This is an optimization exercise on Yosys and OpenROAD, whose aim is a short achievable clock period and few clock cycles, not a production implementation. Function was checked by simulation only, so behaviour that the tests miss may differ from the original. No activity file was given, so power comes from the tool's default toggle rates.

==> design/flow/design.v <==
module CombinedCUnDP(input [7:0]dataIn, input clock, input reset, input enter,
		  input progWe, input [4:0]progAddr, input [7:0]progData,
		  output [7:0]dataOut, output Halt, output wire [2:0]IR);
	localparam LOAD = 3'd0, STORE = 3'd1, ADD = 3'd2, SUB = 3'd3,
	           IN = 3'd4, JZ = 3'd5, JPOS = 3'd6, HALT = 3'd7;
	reg [255:0] mem;	 
	reg [255:0] opm;	 
	reg [7:0] A;
	reg [4:0] P, P1, P2, P3;	 
	reg [7:0] i0, i1, o0, o1;
	reg       ls0, ls1;
	reg [4:0] la0, la1;
	reg [7:0] lv;
	reg       halt_q;
	reg       run;		 
	reg       rs;		 
	reg       w01;		 
	reg       pf_valid;	 
	reg [4:0] pf_addr;	 
	reg [7:0] pd;		 
	wire [2:0] op0 = i0[7:5];
	wire [4:0] a0  = i0[4:0];
	wire [2:0] op1 = i1[7:5];
	wire [4:0] a1  = i1[4:0];
	wire [4:0] a0n = a0 + 5'd1;
	wire [4:0] a1n = a1 + 5'd1;
	function [7:0] rd(input [255:0] m, input [4:0] a);
		rd = m[8*a +: 8];
	endfunction
	function [7:0] add8(input [7:0] x, input [7:0] y, input ci);
		reg [7:0] g, p, gg, pp, gn, pn;
		reg [8:0] c;
		integer k, d;
		begin
			g = x & y;
			p = x ^ y;
			gg = g;
			pp = p;
			for (d = 1; d < 8; d = d * 2) begin
				gn = gg;
				pn = pp;
				for (k = d; k < 8; k = k + 1) begin
					gn[k] = gg[k] | (pp[k] & gg[k-d]);
					pn[k] = pp[k] & pp[k-d];
				end
				gg = gn;
				pp = pn;
			end
			c[0] = ci;
			for (k = 0; k < 8; k = k + 1)
				c[k+1] = gg[k] | (pp[k] & ci);
			add8 = p ^ c[7:0];
		end
	endfunction
	function fixhit(input [4:0] x);
		fixhit = (ls0 & la0 == x) | (ls1 & la1 == x);
	endfunction
	wire [7:0] e0 = fixhit(a0) ? lv : o0;
	wire [7:0] e1 = fixhit(a1) ? lv : o1;
	wire Az = A == 8'd0;
	wire Ap = ~A[7];
	wire c0 = (op0 == JZ & Az) | (op0 == JPOS & Ap);
	wire c1 = (op1 == JZ & Az) | (op1 == JPOS & Ap);
	wire br0 = op0 == JZ | op0 == JPOS;
	wire br1 = op1 == JZ | op1 == JPOS;
	wire rd1 = op1 == LOAD | op1 == ADD | op1 == SUB;
	wire refetch = ~run & (rs | w01);
	wire go = run | ~refetch;	 
	wire take0 = go & c0;
	wire hold0 = ~run & op0 == STORE;
	wire stall = go & (op0 == HALT | (op0 == IN & ~enter) | hold0);
	wire pairOK =
		(op0 == STORE & run & a0 != P1 & ((rd1 & a1 != a0) | op1 == STORE | br1)) |
		(br0 & ~c0 & (rd1 | op1 == STORE | br1)) |
		(op0 == LOAD & rd1);
	wire dual  = go & pairOK;
	wire sgl   = go & ~pairOK;
	wire take1 = dual & c1;
	wire st0 = run & op0 == STORE;
	wire st1 = dual & op1 == STORE;
	wire f0 = fixhit(a0);
	wire f1 = fixhit(a1);
	wire sLd0  = sgl & op0 == LOAD;
	wire sAdd0 = sgl & op0 == ADD;
	wire sSub0 = sgl & op0 == SUB;
	wire sIn   = sgl & op0 == IN;
	wire sLd1  = dual & op1 == LOAD;
	wire sAddA = dual & op0 != LOAD & op1 == ADD;
	wire sSubA = dual & op0 != LOAD & op1 == SUB;
	wire sAdd2 = dual & op0 == LOAD & op1 == ADD;
	wire sSub2 = dual & op0 == LOAD & op1 == SUB;
	wire [7:0] nA =
		({8{sLd0}} & e0) |
		({8{sAdd0 & ~f0}} & add8(A, o0, 1'b0)) |
		({8{sAdd0 &  f0}} & add8(A, lv, 1'b0)) |
		({8{sSub0 & ~f0}} & add8(A, ~o0, 1'b1)) |
		({8{sSub0 &  f0}} & add8(A, ~lv, 1'b1)) |
		({8{sIn}} & dataIn) |
		({8{sLd1}} & e1) |
		({8{sAddA & ~f1}} & add8(A, o1, 1'b0)) |
		({8{sAddA &  f1}} & add8(A, lv, 1'b0)) |
		({8{sSubA & ~f1}} & add8(A, ~o1, 1'b1)) |
		({8{sSubA &  f1}} & add8(A, ~lv, 1'b1)) |
		({8{sAdd2 & ~f0 & ~f1}} & add8(o0, o1, 1'b0)) |
		({8{sAdd2 & ~f0 &  f1}} & add8(o0, lv, 1'b0)) |
		({8{sAdd2 &  f0 & ~f1}} & add8(lv, o1, 1'b0)) |
		({8{sAdd2 &  f0 &  f1}} & add8(lv, lv, 1'b0)) |
		({8{sSub2 & ~f0 & ~f1}} & add8(o0, ~o1, 1'b1)) |
		({8{sSub2 & ~f0 &  f1}} & add8(o0, ~lv, 1'b1)) |
		({8{sSub2 &  f0 & ~f1}} & add8(lv, ~o1, 1'b1));
	wire ldA = sgl & (op0 == LOAD | op0 == ADD | op0 == SUB | (op0 == IN & enter)) |
	           dual & rd1;
	function sthit(input [4:0] x);
		sthit = (st0 & a0 == x) | (st1 & a1 == x);
	endfunction
	wire [7:0] RA = sthit(A[4:0]) ? A : rd(mem, A[4:0]);
	wire [7:0] RPr = rd(mem, pd[4:0]);
	wire [7:0] RP = (progWe && progAddr == pd[4:0]) ? progData : RPr;
	reg [255:0] opp;
	integer i;
	always @(*)
		for (i = 0; i < 32; i = i + 1)
			opp[8*i +: 8] = sthit(mem[8*i +: 5]) ? A : opm[8*i +: 8];
	reg [255:0] memn, opmn;
	always @(*)
		for (i = 0; i < 32; i = i + 1) begin
			if (progWe && progAddr == i)
				memn[8*i +: 8] = progData;
			else if (sthit(i))
				memn[8*i +: 8] = A;
			else
				memn[8*i +: 8] = mem[8*i +: 8];
			if (progWe && progAddr == i)
				opmn[8*i +: 8] = opm[8*i +: 8];
			else if (sthit(i))
				opmn[8*i +: 8] = RA;
			else if (pf_valid && pf_addr == i)
				opmn[8*i +: 8] = RP;
			else if (progWe && progAddr == mem[8*i +: 5])
				opmn[8*i +: 8] = progData;
			else
				opmn[8*i +: 8] = opp[8*i +: 8];
		end
	always @(posedge clock) begin
		pf_valid <= progWe;
		pf_addr <= progAddr;
		pd <= progData;
		rs <= reset;
		w01 <= progWe && (progAddr[4:1] == 4'd0 ||
		                  progAddr == mem[4:0] || progAddr == mem[12:8]);
		mem <= memn;
		opm <= opmn;
	end
	function [7:0] rdm(input [255:0] m, input [4:0] r, input [4:0] x);
		rdm = sthit(x) ? A : rd(m, r);
	endfunction
	function [7:0] rdo(input [255:0] m, input [4:0] r, input [4:0] x);
		rdo = sthit(x) ? RA : (pf_valid & pf_addr == x) ? RPr : rd(m, r);
	endfunction
	wire [255:0] mem1 = {mem[7:0], mem[255:8]};	 
	wire [255:0] opm1 = {opm[7:0], opm[255:8]};
	wire cW  = ~reset | refetch;	 
	wire cT0 = ~cW & take0;		 
	wire cT1 = ~cW & take1;		 
	wire cD  = ~cW & dual & ~c1;	 
	wire cS  = ~cW & ~take0 & ~dual;	 
	function [7:0] sel(input c, input [7:0] v);
		sel = {8{c}} & v;
	endfunction
	wire [7:0] w0 = mem[7:0];
	wire [7:0] q0 = (pf_valid & pf_addr == 5'd0) ? RPr : opm[7:0];
	wire [7:0] w1 = mem[15:8];
	wire [7:0] q1 = (pf_valid & pf_addr == 5'd1) ? RPr : opm[15:8];
	wire [7:0] n0 = sel(cW, w0) | sel(cT0, e0) | sel(cT1, sthit(a1) ? A : e1) |
	                sel(cD, rdm(mem, P2, P2)) | sel(cS, sthit(P1) ? A : i1);
	wire [7:0] m0 = sel(cW, q0) | sel(cT0, rdo(opm, a0, a0)) | sel(cT1, rdo(opm, a1, a1)) |
	                sel(cD, rdo(opm, P2, P2)) | sel(cS, sthit(P1) ? RA : e1);
	wire [7:0] n1 = sel(cW, w1) | sel(cT0, rdm(mem1, a0, a0n)) | sel(cT1, rdm(mem1, a1, a1n)) |
	                sel(cD, rdm(mem, P3, P3)) | sel(cS, rdm(mem, P2, P2));
	wire [7:0] m1 = sel(cW, q1) | sel(cT0, rdo(opm1, a0, a0n)) | sel(cT1, rdo(opm1, a1, a1n)) |
	                sel(cD, rdo(opm, P3, P3)) | sel(cS, rdo(opm, P2, P2));
	wire [4:0] nP = ({5{cT0}} & a0) | ({5{cT1}} & a1) | ({5{cD}} & P2) | ({5{cS}} & P1);
	wire [7:0] n0s = stall ? i0 : n0;
	always @(posedge clock) begin
		if (~stall | ~reset) begin
			i0 <= n0;
			o0 <= m0;
			i1 <= n1;
			o1 <= m1;
		end else begin
			o0 <= e0;
			o1 <= e1;
		end
		ls0 <= st0;
		ls1 <= st1;
		la0 <= a0;
		la1 <= a1;
		lv <= A;
	end
	always @(posedge clock, negedge reset)
		if (~reset) begin
			A <= 8'd0;
			P <= 5'd0;
			P1 <= 5'd1;
			P2 <= 5'd2;
			P3 <= 5'd3;
			halt_q <= 1'b0;
			run <= 1'b0;
		end else begin
			run <= 1'b1;
			halt_q <= n0s[7:5] == HALT;
			if (~stall) begin
				P <= nP;
				P1 <= nP + 5'd1;
				P2 <= nP + 5'd2;
				P3 <= nP + 5'd3;
			end
			if (ldA)
				A <= nA;
		end
	assign dataOut = A;
	assign Halt = halt_q;
	assign IR = op0;
endmodule
==> design/flow/run.sh <==
#!/bin/bash
# synth_recipe.tcl (not shown) runs the flow's synth.tcl, then flattens the netlist and writes it again
# the make line also repeats each setting of config.mk as NAME=value (left out here)
make -C /OpenROAD-flow-scripts/flow DESIGN_CONFIG=/design/flow/config.mk WORK_HOME=/design/flow/orfs CLKGATE_MAP_FILE= SYNTH_SCRIPT=/design/flow/synth_recipe.tcl finish
==> design/flow/config.mk <==
export PLATFORM = sky130hd
export DESIGN_NAME = CombinedCUnDP
export DESIGN_NICKNAME = CombinedCUnDP
export VERILOG_FILES = /design/flow/design.v
export SDC_FILE = /design/flow/constraint.sdc
export NUM_CORES = 4
export LEC_CHECK = 0
export ABC_CLOCK_PERIOD_IN_PS = 1500
export CAP_MARGIN = 20
export CORE_MARGIN = 2
export CORE_UTILIZATION = 25
export PLACE_DENSITY = 0.45
export SETUP_SLACK_MARGIN = 4.0
export SLEW_MARGIN = 20
==> design/flow/constraint.sdc <==
create_clock -name core_clock -period 6.5 [get_ports {clock}]
set_input_delay 1.3000 -clock core_clock [delete_from_list [all_inputs] [get_ports {clock}]]
set_output_delay 1.3000 -clock core_clock [all_outputs]
set_load 0.01 [all_outputs]
==> run notes <==
cells in the final DEF, fill, tap and decap left out, types with 219 or more instances in the layout:
| cell type | Yosys | layout |
|---|---|---|
| nand2_1 | 789 | 569 |
| o21ai_1 | 31 | 238 |
| buf_4 | 30 | 441 |
| mux4_2 | 917 | 917 |
| xnor2_1 | 274 | 265 |
| edfxtp_1 | 528 | 528 |
| buf_12 | 0 | 219 |
| mux2i_1 | 301 | 268 |
| o21ai_0 | 568 | 264 |
| xor2_1 | 366 | 362 |
layout make-up:
class                      instances  area, µm²
clock buffer                     114       2410
tap                             3589       4490
timing repair inverter             2       32.5
sequential                       601      17500
inverter                          81        372
multi-input combinational       4996      53700
clock inverter                    38        398
fill                           26800     180000
timing repair buffer            1033      14500
antenna                           11       27.5
sequential cells by signal, indices dropped and copies added (netlist names), 4 cells and up:
signal	flops
lv	8
la1	5
o0	8
A	8
pf_addr	5
opm	256
o1	8
P2	5
pd	5
la0	5
i1	8
i0	8
mem	256
P1	4
P3	5
power breakdown:
part | total [mW] | internal, mW | switching (mW)
logic | 39.7 | 17.2 | 22.5
clock network | 5.03 | 2.88 | 2.16
registers | 6.12 | 5.17 | 0.942
total | 50.9 | 25.3 | 25.6
logic make-up after synthesis:
| family | share of synthesized area [%] |
|---|---|
| buf+inv | 5.65 |
| xor+xnor | 8.14 |
| simple gates | 9.75 |
| flops | 25.3 |
| fa+ha+maj | 2.10 |
| other cells | 0.00545 |
| mux | 37.7 |
| compound gates | 11.3 |
layer usage:
metal  wire length [µm]  up-vias  share of wire [%]
li1                   -    25700                  -
met3              71700     1568                 17
met5                391        -              0.091
met4              34000       26                7.9
met2             176000     6663                 41
met1             150000    34500                 35
metrics by stage:
| step | hold WS [ps] | util, % | power [mW] | worst slack (ps) |
|---|---|---|---|---|
| after detailed placement | 620 | 27.0 | 31.7 | 1830 |
| after floorplan | 343 | - | 23.9 | 3230 |
| after global placement | 628 | 27.0 | 31.6 | 1860 |
| final | 542 | 34.1 | 50.9 | 3010 |
| after global routing | 586 | 34.1 | 51.3 | 3020 |
| after CTS | 541 | 32.8 | 45.8 | 3140 |
worst paths after layout:
kind	slack (ps)	endpoint	cells after the start	start
setup / recovery	3010	o0[7]	14	i1[0]
hold / removal	540	la0[2]	1	i0[2]
setup reg to reg	3010	o0[7]	14	i1[0]
hold reg to reg	540	la0[2]	1	i0[2]
max in group asynchronous	5320	P3[0]	2	reset
min in group asynchronous	910	A[2]	2	reset
worst max-delay path, delay by kind of cell, from the launching register on:
| family | cells | cell delay [ps] |
|---|---|---|
| buffers and inverters | 6 | 920 |
| DFF | 1 | 410 |
| AOI/OAI and AO/OA | 5 | 1010 |
| and+or+nand+nor | 1 | 290 |
| muxes | 2 | 750 |
what timing repair did:
item	CTS	global route
pin swaps	234	211
setup endpoints to repair	1104	948
gates resized for setup	1123	594
gates cloned	118	22
buffers inserted	543	139
hold buffers	0	0
==> metrics.md <==
| Metric | Value |
|---|---|
| Outcome | finished clean |
| Placed cells | 9480 |
| Clock Tree Root | clkbuf_16 |
| Worst slew pin tran | 1100 ps |
| Initial DRC Count | 12200 |
| Synth Warn # | 1 |
| Slowest-stage cell, CP | mux4_2 |
| Leak pwr | 32.4 nW |
| Fraction of the cycle the final worst path needs | 53.7% |
| Area post-placement | 73900 µm² |
| CTS buffer count | 84 |
| Global-route track usage on met1 | 35.7% |
| Largest net degree at the start of global routing | 65 |
| Relative slew slack | 26.6% |
| Area growth from synthesis to layout | 35.7% |
| Clock latency on the worst-skew pair | 780 ps |
| Achievable Freq | 286 MHz |
| Fin crit period | 3490 ps |
| Die Width | 529 µm |
| Max_cap viols | 0 |
| Post-Layout Cell Count | 10500 |
| P per Cell Area | 545 nW/µm² |
| CP peak stage delay | 420 ps |
| Port buffer count | 36 |
| Dominant cell type by area after synthesis | mux4_2 |
| Core Box Area | 274000 µm² |
| GPL Wtd Cong | 0.967 |
| WP data arrival | 4140 ps |
| Main synth FF type | edfxtp_1 |
| EDFF count, synth | 528 |
| Clock Sinks | 601 |
| Top cell type's share of synthesized area | 30.0% |
| Post-synthesis sequential area ratio | 25.3% |
| H-tree levels | 3 |
| Most Crowded Layer GR | met2 |
| Congestion Overflow GR | 0 |
| Final Instance Area | 93400 µm² |
| Mean post-synth cell area | 10.6 µm² |
| Hpwl dp | 258000 µm |
| Critical Path Fanout Max | 7 |
| Setup TNS | 0 ps |
| Crit path required time | 7150 ps |
| Antenna-violating nets left | 0 |
| Drt total wl | 432000 µm |
| Rows | 192 |
| Area contributors post-synth | mux4_2, edfxtp_1, xor2_1, mux2i_1, nand2_1 |
| First-pass GRT wire length | 567000 µm |
| Drt first pass iters | 10 |
| Initial core utilization | 25.1% |
| Critical Path Start Type | flop |
| Final Net Count | 6936 |
| Die Ht | 529 µm |
| Most frequent cell after synthesis | mux4_2 |
| Post-Synthesis Cells | 6499 |
| Clock transition at the registers of the reported paths | 60 ps |
| Cell Chain, Critical Path | buf_12 > buf_16 > buf_16 > buf_4 > buf_12 > buf_4 > mux4_2 > mux2i_1 > a21oi_1 > a21o_1 > a31oi_4 > a211oi_1 > nor4bb_4 > a32oi_1 |
| Post-synth ARST share | 3.99% |
| Hold crit path type | flop to flop |
| # DRC | 0 |
| I/O pins | 37 |
| GR Layer Usage met2 | 42.2% |
| Layout cells sized above 1 | 46.5% |
| CTS max path bufs | 3 |
| Crit end category | flop |
| Yosys cell types | 99 |
| Die footprint | 280000 µm² |
| Initial antenna violation count | 26 |
| CTS tree | built |
| Met3 usage | 13.6% |
| All-Layer GR Usage | 29.4% |
| Via Count | 68500 |
| Via density | 6.55 |
| Post-Syn Nets | 6636 |
| Via count of the first global-routing pass | 63200 |
| RSZ-0062 raised after global routing | yes |
| Synthesis-stage register bit count | 601 |
| Most frequent cells after synthesis | mux4_2, nand2_1, o21ai_0, edfxtp_1, clkbuf_1 |
| Kind of critical path | flop to flop |
| Final hold violation count | 0 |
| Worst-case vdd ir drop | 0.295 mV |
| Mapped cell area | 68900 µm² |
| Final setup fails | 0 |
| DR WL/cell | 41.3 µm |
| Clock Skews | 59.7 ps |
| Slew Viols, Final | 0 |
Testbench counts, summed over its fixed seeds: cycles 24,113.

what the ideal ports hide:
In the flow no input, the clock included, has a driving cell. The finished layout below was timed again as built, in two steps.
Step 1, drivers: a clkbuf_16 drives clock and a buf_2 each remaining input, both assumed.
Step 2 times the ports against the registers' clock, not the clock port: input delays grow and output delays shrink by t, the midpoint of the rising clock arrivals with the driver on.
Three values: ideal, step 1, step 2; two values: the first two.
t, ns: 0.844
slack for setup (ns): 3.009 / 3.009 / 2.457
worst hold slack (ns): 0.542 / 0.542 / 0.542
worst data-port slew with drivers (ns): 0.23
cell pins on the clock port's net: 1
After both steps this run still meets setup and hold. For this run, drivers alone change the setup slack by 0.000 ns; drivers and shift together by -0.552 ns.
